From an optimization exercise on the open Yosys and OpenROAD flow, aimed at small area and a short achievable clock period; shortcuts taken in it are not production practice.
The RTL was checked by simulation tests, not by an equivalence proof against the original design.
No activity file was given, so power comes from the tool's default toggle rates.

## design.v

```verilog
module cpu(
    input wire clk,
    input wire resetn,
    output wire [7:0] imem_addr,
    input wire [31:0] imem_rdata,
    output wire [9:0] dmem_addr,
    output wire dmem_we,
    output wire [31:0] dmem_wdata,
    input wire [31:0] dmem_rdata,
    output wire wb_en,
    output wire [3:0] wb_reg,
    output wire [31:0] wb_data
  );
  wire rst = !resetn;
  reg [31:0] pc;
  reg [31:0] d_inst;
  reg        d_noop;
  reg        fN, fZ, fC, fV;
  reg [25:0] e_inst;           
  reg [1:0]  e_type;
  reg [3:0]  e_ra, e_rb, e_wr;
  reg        e_rwe, e_mwe, e_ex;
  reg [31:0] e_opA, e_opB;     
  reg [1:0]  m_type;
  reg [3:0]  m_ra, m_rb, m_wr;
  reg        m_rwe, m_mwe, m_ex;
  reg [31:0] m_alu;
  reg [11:0] m_off;            
  reg [11:0] m_base;           
  reg [31:0] m_sdata;          
  reg        w_load;
  reg [3:0]  w_wr;
  reg        w_rwe, w_ex;
  reg [31:0] w_res;            
  reg [31:0] e_bnl, m_bnl;
  reg [31:0] rf [0:15];
  wire [2:0] d_code = d_inst[27:25];
  wire d_is_b  = (d_code == 3'b101);
  wire d_is_ls = (d_code == 3'b010);
  wire [1:0] d_type = d_is_b ? 2'b11 :
                      d_is_ls ? (d_inst[20] ? 2'b01 : 2'b10) : 2'b00;
  wire d_is_data  = (d_type == 2'b00);
  wire d_is_load  = (d_type == 2'b01);
  wire d_is_store = (d_type == 2'b10);
  wire [3:0] d_ra = d_inst[19:16];
  wire [3:0] d_wr = d_is_b ? 4'd14 : d_inst[15:12];
  wire [3:0] d_rb = d_is_store ? d_inst[15:12] : d_inst[3:0];
  reg cond_valid;
  always @(*) begin
    case (d_inst[31:28])
      4'b0000: cond_valid =  fZ;
      4'b0001: cond_valid = ~fZ;
      4'b0010: cond_valid =  fC;
      4'b0011: cond_valid = ~fC;
      4'b0100: cond_valid =  fN;
      4'b0101: cond_valid = ~fN;
      4'b0110: cond_valid =  fV;
      4'b0111: cond_valid = ~fV;
      4'b1000: cond_valid =  fC & ~fZ;
      4'b1001: cond_valid = ~fC | fZ;
      4'b1010: cond_valid =  fN == fV;
      4'b1011: cond_valid =  fN != fV;
      4'b1100: cond_valid = ~fZ & (fN == fV);
      4'b1101: cond_valid = ~fZ & (fN != fV);
      4'b1110: cond_valid =  1'b1;
      default: cond_valid =  1'b0;
    endcase
  end
  wire d_ex  = cond_valid & ~d_noop;
  wire d_rwe = d_ex & ((d_is_b & d_inst[24]) | d_is_data | d_is_load);
  wire d_mwe = d_ex & d_is_store;
  wire stall = (e_type == 2'b01) & e_ex & d_is_data & d_ex &
               ((e_wr == d_ra) | (e_wr == d_rb));
  wire [31:0] pc_inc = pc + 32'd4;
  wire [31:0] pc_br  = pc + {{6{d_inst[23]}}, d_inst[23:0], 2'b00};
  wire take_b = d_is_b & d_ex;
  wire [31:0] pc_next = stall ? pc : (take_b ? pc_br : pc_inc);
  assign imem_addr = rst ? 8'b0 : pc_next[9:2];
  wire [31:0] rwd = w_load ? dmem_rdata : w_res;
  wire rf_we = w_rwe;
  wire fwdA_m = (e_ra == m_wr) & m_ex;
  wire fwdA_w = (e_ra == w_wr) & w_ex;
  wire fwdB_m = (e_rb == m_wr) & m_ex;
  wire fwdB_w = (e_rb == w_wr) & w_ex;
  wire [31:0] A = fwdA_m ? m_alu : fwdA_w ? rwd : e_opA;
  wire [31:0] B = fwdB_m ? m_alu : fwdB_w ? rwd : e_opB;
  wire [3:0] op   = e_inst[24:21];
  wire       imm  = e_inst[25];
  wire       upd  = (op[3:2] == 2'b10) | e_inst[20];
  wire [4:0] n    = e_inst[11:7];
  wire [1:0] sc   = e_inst[6:5];
  wire [3:0] rr   = e_inst[11:8];
  wire [4:0] rot_amt = imm ? {rr, 1'b0} : ((sc == 2'b01) ? (5'd0 - n) : n);
  wire [31:0] rot_in = imm ? {24'b0, e_inst[7:0]} : B;
  wire [31:0] r0 = rot_amt[0] ? {rot_in[0],    rot_in[31:1]}  : rot_in;
  wire [31:0] r1 = rot_amt[1] ? {r0[1:0],   r0[31:2]}   : r0;
  wire [31:0] r2 = rot_amt[2] ? {r1[3:0],   r1[31:4]}   : r1;
  wire [31:0] r3 = rot_amt[3] ? {r2[7:0],   r2[31:8]}   : r2;
  wire [31:0] r4 = rot_amt[4] ? {r3[15:0],  r3[31:16]}  : r3;
  wire [31:0] mask = imm ? 32'hFFFFFFFF :
                     (sc == 2'b11) ? 32'hFFFFFFFF :
                     (sc == 2'b01) ? (32'hFFFFFFFF << n) : (32'hFFFFFFFF >> n);
  wire [31:0] S = r4 & mask;
  wire sh_carry = r4[31];
  wire ignC = imm ? (rr == 4'd0) : (n == 5'd0);
  wire is_sub = (op == 4'd2) | (op == 4'd6) | (op == 4'd10);
  wire is_rsb = (op == 4'd3) | (op == 4'd7);
  wire use_c  = (op == 4'd5) | (op == 4'd6) | (op == 4'd7);
  wire cin    = use_c ? fC : (is_sub | is_rsb);
  wire [31:0] X = A ^ {32{is_rsb}};
  wire [31:0] Y = S ^ {32{is_sub}};
  wire [33:0] sum_full = {1'b0, X, 1'b1} + {1'b0, Y, cin};
  wire [31:0] sum = sum_full[32:1];
  wire        cout = sum_full[33];
  wire [31:0] xy_x = X ^ Y;
  wire [31:0] xy_o = X | Y;
  wire hz = ~sum[2] & (xy_x[31:3] == xy_o[30:2]);
  wire sum_small = hz & (fC ? (sum[1:0] != 2'b11) : (sum[1:0] == 2'b00));
  wire sum_zero  = hz & (sum[1:0] == 2'b00);
  wire s_wrap = (S[31:1] == 31'b0) & (~S[0] | fC);
  wire c_rsc  = s_wrap ? (~cout & sum_small) : (~cout | sum_small);
  wire c_sbc  = cout | (~fC & (A == S));
  wire is_arith = (op[3:1] == 3'b001) | (op[3:2] == 2'b01) | (op[3:1] == 3'b101);
  reg [31:0] logic_out;
  always @(*) begin
    case (op)
      4'd0, 4'd8:  logic_out = A & S;
      4'd1, 4'd9:  logic_out = A ^ S;
      4'd13:       logic_out = S;
      4'd14:       logic_out = A | S;
      4'd15:       logic_out = ~A;
      default:     logic_out = 32'b0;
    endcase
  end
  wire [31:0] alu_out = is_arith ? sum : logic_out;
  wire flag_N = alu_out[31];
  wire flag_Z = is_arith ? sum_zero : (logic_out == 32'b0);
  wire flag_C = (op == 4'd6) ? c_sbc :
                (op == 4'd7) ? c_rsc :
                is_arith ? cout :
                (op == 4'd12) ? 1'b0 : sh_carry;
  wire flag_V = is_arith ? ((X[31] == Y[31]) & (X[31] != sum[31])) :
                (op == 4'd12) ? 1'b0 : fV;
  wire fwdM_a = (m_ra == w_wr) & w_ex;
  wire fwdM_d = (m_rb == w_wr) & w_ex;
  wire [11:0] base = fwdM_a ? rwd[11:0] : m_base;
  wire [11:0] maddr = base + m_off;
  assign dmem_addr  = maddr[11:2];
  assign dmem_we    = m_mwe;
  assign dmem_wdata = fwdM_d ? rwd : m_sdata;
  wire [11:0] e_off = e_inst[11:0];
  wire [11:0] e_adj = ~e_inst[24] ? 12'd0 : (e_inst[23] ? e_off : (12'd0 - e_off));
  always @(posedge clk) begin
    if (rst)
      d_inst <= 32'b0;
    else if (!stall)
      d_inst <= imem_rdata;
    if (rst)
      d_noop <= 1'b1;
    else if (pc == 32'b0)
      d_noop <= 1'b0;
    else
      d_noop <= d_is_b;
    if (rst)
      pc <= 32'b0;
    else if (!stall)
      pc <= (w_wr == 4'd15) ? alu_out : pc_next;
    e_bnl <= pc_inc;
    m_bnl <= e_bnl;
    if (stall) begin
      e_inst <= 26'b0;
      e_type <= 2'b0;
      e_ra <= 4'b0; e_rb <= 4'b0; e_wr <= 4'b0;
      e_rwe <= 1'b0; e_mwe <= 1'b0; e_ex <= 1'b0;
    end else begin
      e_inst <= d_inst[25:0];
      e_type <= d_type;
      e_ra <= d_ra; e_rb <= d_rb; e_wr <= d_wr;
      e_rwe <= d_rwe; e_mwe <= d_mwe; e_ex <= d_ex;
    end
    if (rst) begin
      fN <= 1'b0; fZ <= 1'b0; fC <= 1'b0; fV <= 1'b0;
    end else if (upd) begin
      fN <= flag_N; fZ <= flag_Z; fV <= flag_V;
      if (!ignC)
        fC <= flag_C;
    end
    m_type <= e_type;
    m_ra <= e_ra; m_rb <= e_rb; m_wr <= e_wr;
    m_rwe <= e_rwe; m_ex <= e_ex;
    m_mwe <= rst ? 1'b0 : e_mwe;
    m_alu <= alu_out;
    m_off <= e_adj;
    m_base  <= ((e_ra == w_wr) & w_ex) ? rwd[11:0] : e_opA[11:0];
    m_sdata <= ((e_rb == w_wr) & w_ex) ? rwd : e_opB;
    w_load <= (m_type == 2'b01);
    w_wr <= m_wr;
    w_ex <= m_ex;
    w_rwe <= rst ? 1'b0 : m_rwe;
    w_res <= (m_type == 2'b11) ? m_bnl :
             (m_type == 2'b10) ? 32'b0 : m_alu;
  end
  wire [31:0] rf_wd = rwd & {32{resetn}};
  genvar gi;
  generate
    for (gi = 0; gi < 16; gi = gi + 1) begin : g_rf
      always @(posedge clk)
        if (rst | (rf_we & (w_wr == gi)))
          rf[gi] <= rf_wd;
    end
  endgenerate
  always @(posedge clk) begin
    e_opA <= (rf_we & (w_wr == d_ra)) ? rwd : rf[d_ra];
    e_opB <= (rf_we & (w_wr == d_rb)) ? rwd : rf[d_rb];
  end
  assign wb_en   = w_rwe;
  assign wb_reg  = w_wr;
  assign wb_data = rwd;
endmodule
```

## run.sh

```bash
#!/bin/bash
# synth_recipe.tcl (not shown) runs the flow's synth.tcl, then flattens the netlist and writes it again
# the make line also repeats each setting of config.mk as NAME=value (left out here)
make -C /OpenROAD-flow-scripts/flow DESIGN_CONFIG=/design/flow/config.mk WORK_HOME=/design/flow/orfs CLKGATE_MAP_FILE= SYNTH_SCRIPT=/design/flow/synth_recipe.tcl finish
```

## constraint.sdc

```tcl
create_clock -name core_clock -period 13.0 [get_ports {clk}]
set_input_delay 2.6000 -clock core_clock [delete_from_list [all_inputs] [get_ports {clk}]]
set_output_delay 2.6000 -clock core_clock [all_outputs]
set_load 0.01 [all_outputs]
```

## config.mk

```make
export PLATFORM = sky130hd
export DESIGN_NAME = cpu
export DESIGN_NICKNAME = cpu
export VERILOG_FILES = /design/flow/design.v
export SDC_FILE = /design/flow/constraint.sdc
export NUM_CORES = 4
export LEC_CHECK = 0
export CAP_MARGIN = 20
export CORE_MARGIN = 2
export CORE_UTILIZATION = 40
export PLACE_DENSITY = 0.6
export SLEW_MARGIN = 20
```

==> notes.md, run 1 <==
* Routed WL per cell at 33.63 µm
* 1st-pass router iterations at 10
* Floorplan row count at 124
* Nets at 5019
* Status: no timing/DRC/antenna violations
* Sequential share of the synthesized area at 0.4935
* RePlAce Congestion at 1.052
* CP arrival at 7.36 ns
* Critical Path RT at 10.40 ns
* Die Wd at 344.6 µm
* Cts hold-fix bufs at 0
* Max cap viols at 0
* Worst-path fanout max at 6
* Share of the synthesized area in the top cell type at 0.3313
* Synth Instances at 4704
* Drt drc at 0
* DR vias/cell at 6.673
* Clock Skew at 0.06063 ns
* Worst-skew pair later-pin latency at 0.73 ns
* Slew HR at 0.1775
* DRT iter0 DRCs at 7168
* Critical path class: primary input to output pin
* I/O Pins at 154
* Fmax at 100.4 MHz
* Unrepaired setup endpoints after global routing: false
* Flops & latches, synth at 888
* Multi-input logic area at 21980 µm²
* Fin. Hold Viols at 0
* Share of cells above drive strength 1 at 0.09091
* Final Cycle Share at 0.7665
* First-pass GRT wire length at 297400 µm
* Post-Syn Area per Cell at 9.865 µm²
* Slowest cell on crit path: mux2i_1
* Fin Setup TNS at 0 ns
* CP max stage delay at 0.73 ns
* Endpoint type of the worst setup path: output pin
* Cell Chain, Critical Path: clkdlybuf4s50_1, mux2i_1, inv_1, or4_1, a41oi_1, o21bai_1, a21o_1, a21o_1, a21o_1, and2_1, o21a_1, o31a_1, o21a_1, nor2_1, xnor2_1, clkdlybuf4s50_1
* Netlist cell types at 87
* Initial Utilization at 0.4047
* Net Count, Synth at 4944
* Largest net degree at the start of global routing at 65
* Via count at 42540
* Clock root cell: clkbuf_16
* # Post-CTS Setup Buffers at 0
* WHS at 0.3136 ns
* Core area at 114700 µm²
* Most Frequent Cell on Critical Path: a21o_1
* Die area at 118700 µm²
* GRT Overall Usage at 0.3518
* Final wirelength at 214400 µm
* Mapped Area at 46400 µm²
* CTS tree: yes
* Main synth FF type: edfxtp_1
* Clock Tree Buf Depth at 3
* Synth area leader: edfxtp_1
* Fill cells at 10670
* LEAKAGE at 19.77 nW
* Worst Hold Class: register to register
* # port buffers at 153
* Htree depth at 3
* Clock tree sinks at 888
* Number of flops mapped to enable cells by yosys at 512
* Pins over their slew limit at 0
* Vias in the first global route at 39730
* Die height at 344.6 µm
* CP Launch Type: primary input
* Asr flop ratio synth at 0
* Worst vdd rail ir drop at 0.0001291 V
* Final setup viols at 0
* Synth area leaders: edfxtp_1, dfxtp_1, a22oi_1
* Min Clock Period, post-route at 9.964 ns
* Post-CTS resize count at 0
* Grt total ovfl at 0
* Yosys warns at 2
* Power Dens Cells at 184.0 nW/µm²
* Reg area at 22900 µm²
* Num CTS Buffers at 95
* Layout area overhead at 15.32%
* Clock transition at the registers of the reported paths at 0.06 ns
* Slew @ Worst Pin at 1.221 ns
* Routed Antenna Nets at 0
* Hpwl dp at 141200 µm
* Initial antenna violation count at 10
per-stage QoR:
stage | power [mW] | cells | utilization | setup slack, ns | area, µm²
floorplan | 5.396 | 4704 | - | 4.759 | 46400
global placement | 6.861 | 6193 | 0.4373 | 2.551 | 50140
detailed placement | 6.862 | 6193 | 0.4374 | 2.668 | 50150
CTS | 9.704 | 6373 | 0.4664 | 3.042 | 53480
global route | 10.11 | 6374 | 0.4667 | 2.842 | 53510
finish | 9.846 | 6376 | 0.4667 | 3.036 | 53510
power breakdown:
group          leakage [nW]  internal, mW  total, mW  switching, mW
registers              8.37          3.52       3.81          0.290
clock network          1.62          1.65       2.88           1.23
logic                  9.78         0.992       3.16           2.17
placed cells by master, fill, tap and decap left out, types with 25 or more instances in the layout:
cell type and count:
o21ai_0 224, nor2_1 277, a21o_1 34, a22oi_1 391, a22o_1 49, nor2_4 25
dfxtp_1 375, buf_4 140, xnor2_1 133, nor4_1 33, ha_1 172, a21oi_1 379
nand2b_1 34, a221oi_1 93, a211oi_1 27, nand2_1 346, nand3_1 153, nand4_1 105
clkbuf_16 97, nor3_1 54, and2_1 53, mux2i_1 65, edfxtp_1 512, o22ai_1 115
inv_1 218, clkdlybuf4s50_1 152, xor2_1 95, mux2_2 30, o211ai_1 53
cells by family after synthesis:
kind of cell	synth area share
fa+ha+maj	0.04746
buf+inv	0.04395
mux	0.02570
flops	0.4935
compound gates	0.2237
xor+xnor	0.04322
simple gates	0.1224
Yosys cell counts, drive strengths merged, types with 8 or more instances:
master and n:
a211oi 30, a21o 34, a21oi 379, a221oi 94
a22o 49, a22oi 392, a31oi 21, a32oi 8
and2 53, and3 23, buf 43, clkbuf 272
dfxtp 376, edfxtp 512, ha 172, inv 219
mux2 30, mux2i 68, nand2 347, nand2b 34
nand3 156, nand4 105, nor2 314, nor2b 19
nor3 68, nor4 37, o211ai 53, o21a 21
o21ai 249, o21bai 13, o221ai 24, o22ai 115
o31ai 19, or2 9, or3 11, xnor2 134
xor2 95
worst max-delay path, delay by kind of cell:
kind,cells,cell delay (ns)
buf+inv,3,1.21
simple gates,3,0.85
mux,1,0.73
compound gates,8,1.82
xor+xnor,1,0.12
final cells by class:
type                            instances  area share
Antenna cell                            2  0.00009353
Clock inverter                         53     0.01230
Clock buffer                          127     0.04990
Tap cell                             1512     0.03535
Timing Repair Buffer                  293     0.04817
Multi-Input combinational cell       3280      0.4107
Sequential cell                       888      0.4280
Inverter                              221     0.01553
routing by layer:
layer  routed length, µm  track usage  vias up
li1                    -            -    17880
met1               84960       0.4890    20620
met5                 109            0        -
met3               29700      0.09834      650
met4               13770       0.1989       16
met2               85860       0.4892     3378
state kept, by name, summed over array words and instances (netlist names), 12 cells and up:
name / count
d_inst: 32
e_bnl: 32
e_inst: 19
e_opA: 32
e_opB: 32
m_alu: 32
m_base: 12
m_bnl: 32
m_off: 12
m_sdata: 32
pc: 32
rf: 512
w_res: 32
path summary, 6_finish.rpt:
path,depth (start not counted),endpoint,slack (ns),startpoint
worst max-delay path,16,dmem_addr[9],3.04,dmem_rdata[0]
worst min-delay path,0,m_bnl[16],0.31,e_bnl[16]
worst max register to register,27,fC,4.19,w_wr[0]
worst min register to register,0,m_bnl[16],0.31,e_bnl[16]
==> inputs of run 2 (changes only) <==
--- a/config.mk
+++ b/config.mk
@@ -11,2 +11,3 @@
 export PLACE_DENSITY = 0.6
+export SETUP_SLACK_MARGIN = 5
 export SLEW_MARGIN = 20
==> run 2 against run 1 <==
- die area stayed put
- register-to-register slack better by 0.96 ns
- via count is 1.7% higher
- critical path depth is 1 higher
- fmax is 22% higher
- critical endpoint is now dmem_addr[8]
==> notes.md, run 2 <==
* Status: no timing/DRC/antenna violations
* Fill cells at 10540 (-1.2%)
* Initial Utilization at 0.4047 (unchanged)
* Clock transition at the registers of the reported paths at 0.06 ns (about the same)
* Core area at 114700 µm² (unchanged)
* Final cell count without fillers at 6457 (+1.3%)
* Largest family of logic cells by synthesized area: compound AO/OA/AOI/OAI gates
* Worst-skew pair later-pin latency at 0.72 ns (about the same)
* Floorplan row count at 124 (unchanged)
* End-of-flow core utilization at 0.4816 (+0.01484)
* Netlist cell types at 87 (unchanged)
* Largest register FFs at 512 (unchanged)
* Final setup viols at 0 (unchanged)
* Sequential share of the synthesized area at 0.4935 (unchanged)
* Most Frequent Cell on Critical Path: a21o_1
* Post-Place Cells at 6197 (+0.065%)
* Routed WL per cell at 33.80 µm (+0.51%)
* Num CTS Buffers at 92 (-3.2%)
* # port buffers at 153 (unchanged)
* Cell Chain, Critical Path: buf_6, mux2i_4, inv_2, or4_4, a41oi_2, o21bai_1, a21o_1, a21o_1, a21o_1, and2_4, o21a_1, o31a_1, buf_4, buf_6, nor3_2, nor2_1, buf_2
* CP max stage delay at 0.42 ns (-0.31 ns)
* Top delay family on crit path: compound AO/OA/AOI/OAI gates
* Die height at 344.6 µm (unchanged)
* Worst-path fanout max at 3 (-3)
* Slew HR at 0.2288 (+0.05135)
* Post-Syn Area per Cell at 9.865 µm² (unchanged)
* Layout area overhead at 18.99%
* Asr flop ratio synth at 0 (unchanged)
* Nets at 5104 (+1.7%)
* Share of cells above drive strength 1 at 0.1366 (+0.04568)
* Yosys warns at 2 (unchanged)
* Die Wd at 344.6 µm (unchanged)
* DR vias/cell at 6.702 (+0.44%)
* Initial antenna violation count at 8 (-2)
* Max cap viols at 0 (unchanged)
* Synth area leader: edfxtp_1
* Main synth FF type: edfxtp_1
* Reg with most FFs: rf
* Clock Skew at 0.07231 ns (+0.01168 ns)
* Final Cycle Share at 0.6305 (-0.1360)
* Flops & latches, synth at 888 (unchanged)
* Post-synthesis mux area share at 0.02570 (unchanged)
* Commonest non-fill, non-tap cell in the layout: edfxtp_1
* CTS tree: yes
* Synth Instances at 4704 (unchanged)
* GRT Overall Usage at 0.3565 (+0.004686)
* Slew @ Worst Pin at 1.154 ns (-0.06687 ns)
* Number of flops mapped to enable cells by yosys at 512 (unchanged)
* Pwr Total at 10.13 mW (+2.9%)
* Final instance area at 55210 µm² (+3.2%)
* Compound-gate portion of the synthesized area at 0.2237 (unchanged)
* Commonest non-fill, non-tap cells in the layout: edfxtp_1, a22oi_1, dfxtp_1
* DRT iter0 DRCs at 7678 (+7.1%)
* Drt drc at 0 (unchanged)
* Worst setup margin at 4.804 ns (+1.768 ns)
* 1st-pass router iterations at 9 (-1)
* Endpoint type of the worst setup path: output pin
* Power Dens Cells at 183.4 nW/µm² (-0.30%)
* Fin Setup TNS at 0 ns (unchanged)
* Slowest cell on crit path: or4_4
* Synth Area in Simple Gates at 0.1224 (unchanged)
* Clock tree sinks at 888 (unchanged)
* Mapped Area at 46400 µm² (unchanged)
* Vias in the first global route at 39840 (+0.29%)
* Clock root cell: clkbuf_16
* Die area at 118700 µm² (unchanged)
* Synth area leaders: edfxtp_1, dfxtp_1, a22oi_1
* First-pass GRT wire length at 300900 µm (+1.2%)
* Post-DP Area at 50200 µm² (+0.11%)
* Via count at 43270 (+1.7%)
* Share of the synthesized area in the top cell type at 0.3313 (unchanged)
* Xor and xnor area share after synthesis at 0.04322 (unchanged)
* Worst vdd rail ir drop at 0.0001091 V (-16%)
* Post-synth top cells: edfxtp_1, a22oi_1, a21oi_1
* I/O Pins at 154 (unchanged)
* RePlAce Congestion at 1.068 (+1.5%)
* Routed Antenna Nets at 0 (unchanged)
* Grt total ovfl at 0 (unchanged)
* Unrepaired setup endpoints after global routing: true
* Hpwl dp at 141700 µm (+0.39%)
* Post-place setup slack at 2.602 ns (-0.06650 ns)
* Buf/Inv on CP at 5 (+2)
* Worst Hold Class: register to register
* Critical Path RT at 10.40 ns (about the same)
* Htree depth at 3 (unchanged)
* Min Clock Period, post-route at 8.196 ns (-1.768 ns)
* Fmax at 122.0 MHz (+22%)
* Largest net degree at the start of global routing at 66 (+1.5%)
* WHS at 0.3206 ns (+0.007051 ns)
* Final wirelength at 218200 µm (+1.8%)
* Post-synthesis adder-cell area fraction at 0.04746 (unchanged)
* LEAKAGE at 20.47 nW (+3.5%)
* CP arrival at 5.60 ns (-1.76 ns)
* Count leader, synth: edfxtp_1
* CP Launch Type: primary input
* Critical path class: primary input to output pin
* Net Count, Synth at 4944 (unchanged)
* Pins over their slew limit at 0 (unchanged)
* Clock Tree Buf Depth at 3 (unchanged)
* Fin. Hold Viols at 0 (unchanged)
==> run 2: cell counts after synthesis <==
No cell type changed its count.
==> run 2: cell families after synthesis <==
logic type                 Yosys count
AOI/OAI and AO/OA                 1567
xor gates and xnor gates           229
adders and majority gates          175
buffers and inverters              536
DFF                                888
muxes                              105
and+or+nand+nor                   1204
==> run 2: report_power, final <==
| group | internal [mW] | switching [mW] |
|---|---|---|
| Combinational | 1.17 | 2.32 |
| Clock | 1.60 | 1.21 |
| Sequential | 3.52 | 0.309 |
| Total | 6.29 | 3.83 |
==> run 2: area by class of cell <==
class | count | area, µm² | area share
Multi-Input combinational cell | 3281 | 23130 | 0.4190
Antenna cell | 3 | 7.507 | 0.0001360
Inverter | 221 | 832.0 | 0.01507
Clock inverter | 50 | 684.4 | 0.01240
Clock buffer | 122 | 2516 | 0.04557
Tap cell | 1512 | 1892 | 0.03426
Timing Repair Buffer | 380 | 3243 | 0.05874
Sequential cell | 888 | 22900 | 0.4148
==> run 2: layer usage <==
layer / vias to the layer above / wire, µm / GRT usage
li1: 18050 / - / -
met5: - / 94 / 0
met3: 683 / 31430 / 0.1100
met4: 8 / 13540 / 0.1779
met2: 3577 / 88750 / 0.5051
met1: 20950 / 84410 / 0.4901
==> run 2: worst paths after layout <==
path	slack, ns	from	cells past startpoint	end
worst min register to register	0.32	e_bnl[21]	0	m_bnl[21]
worst max register to register	5.15	e_inst[7]	24	pc[13]
worst max-delay path	4.80	dmem_rdata[0]	17	dmem_addr[8]
worst min-delay path	0.32	e_bnl[21]	0	m_bnl[21]
==> run 2: timing repair <==
item	CTS	global route
endpoints found under the setup margin	68	41
resized for setup	122	139
setup buffers	34	49
cloned	1	0
hold buffers	0	0
pin swaps	29	58
hold endpoints to repair	0	0

## port drivers added, routing unchanged
Ports are ideal in the flow. The routed layouts listed here were re-timed in OpenROAD. Step 1, drivers: a clkbuf_16 drives clk and a buf_2 each remaining input, both assumed. Step 2 also shifts input and output timing later by t, the mid clock arrival at the registers, as if the neighbouring blocks saw the same clock. Three values: no drivers, after step 1, after step 2; two values: the first two.
run | t, ns | setup slack, ns | worst setup path at the end
run 1 | 0.768 | 3.036 / 3.013 / 2.451 | input to register
run 2 | 0.758 | 4.804 / 4.764 / 4.307 | input to register
After both steps every run listed still meets setup and hold. For run 1, which loses most, drivers alone change the setup slack by -0.023 ns; drivers and shift together by -0.585 ns.
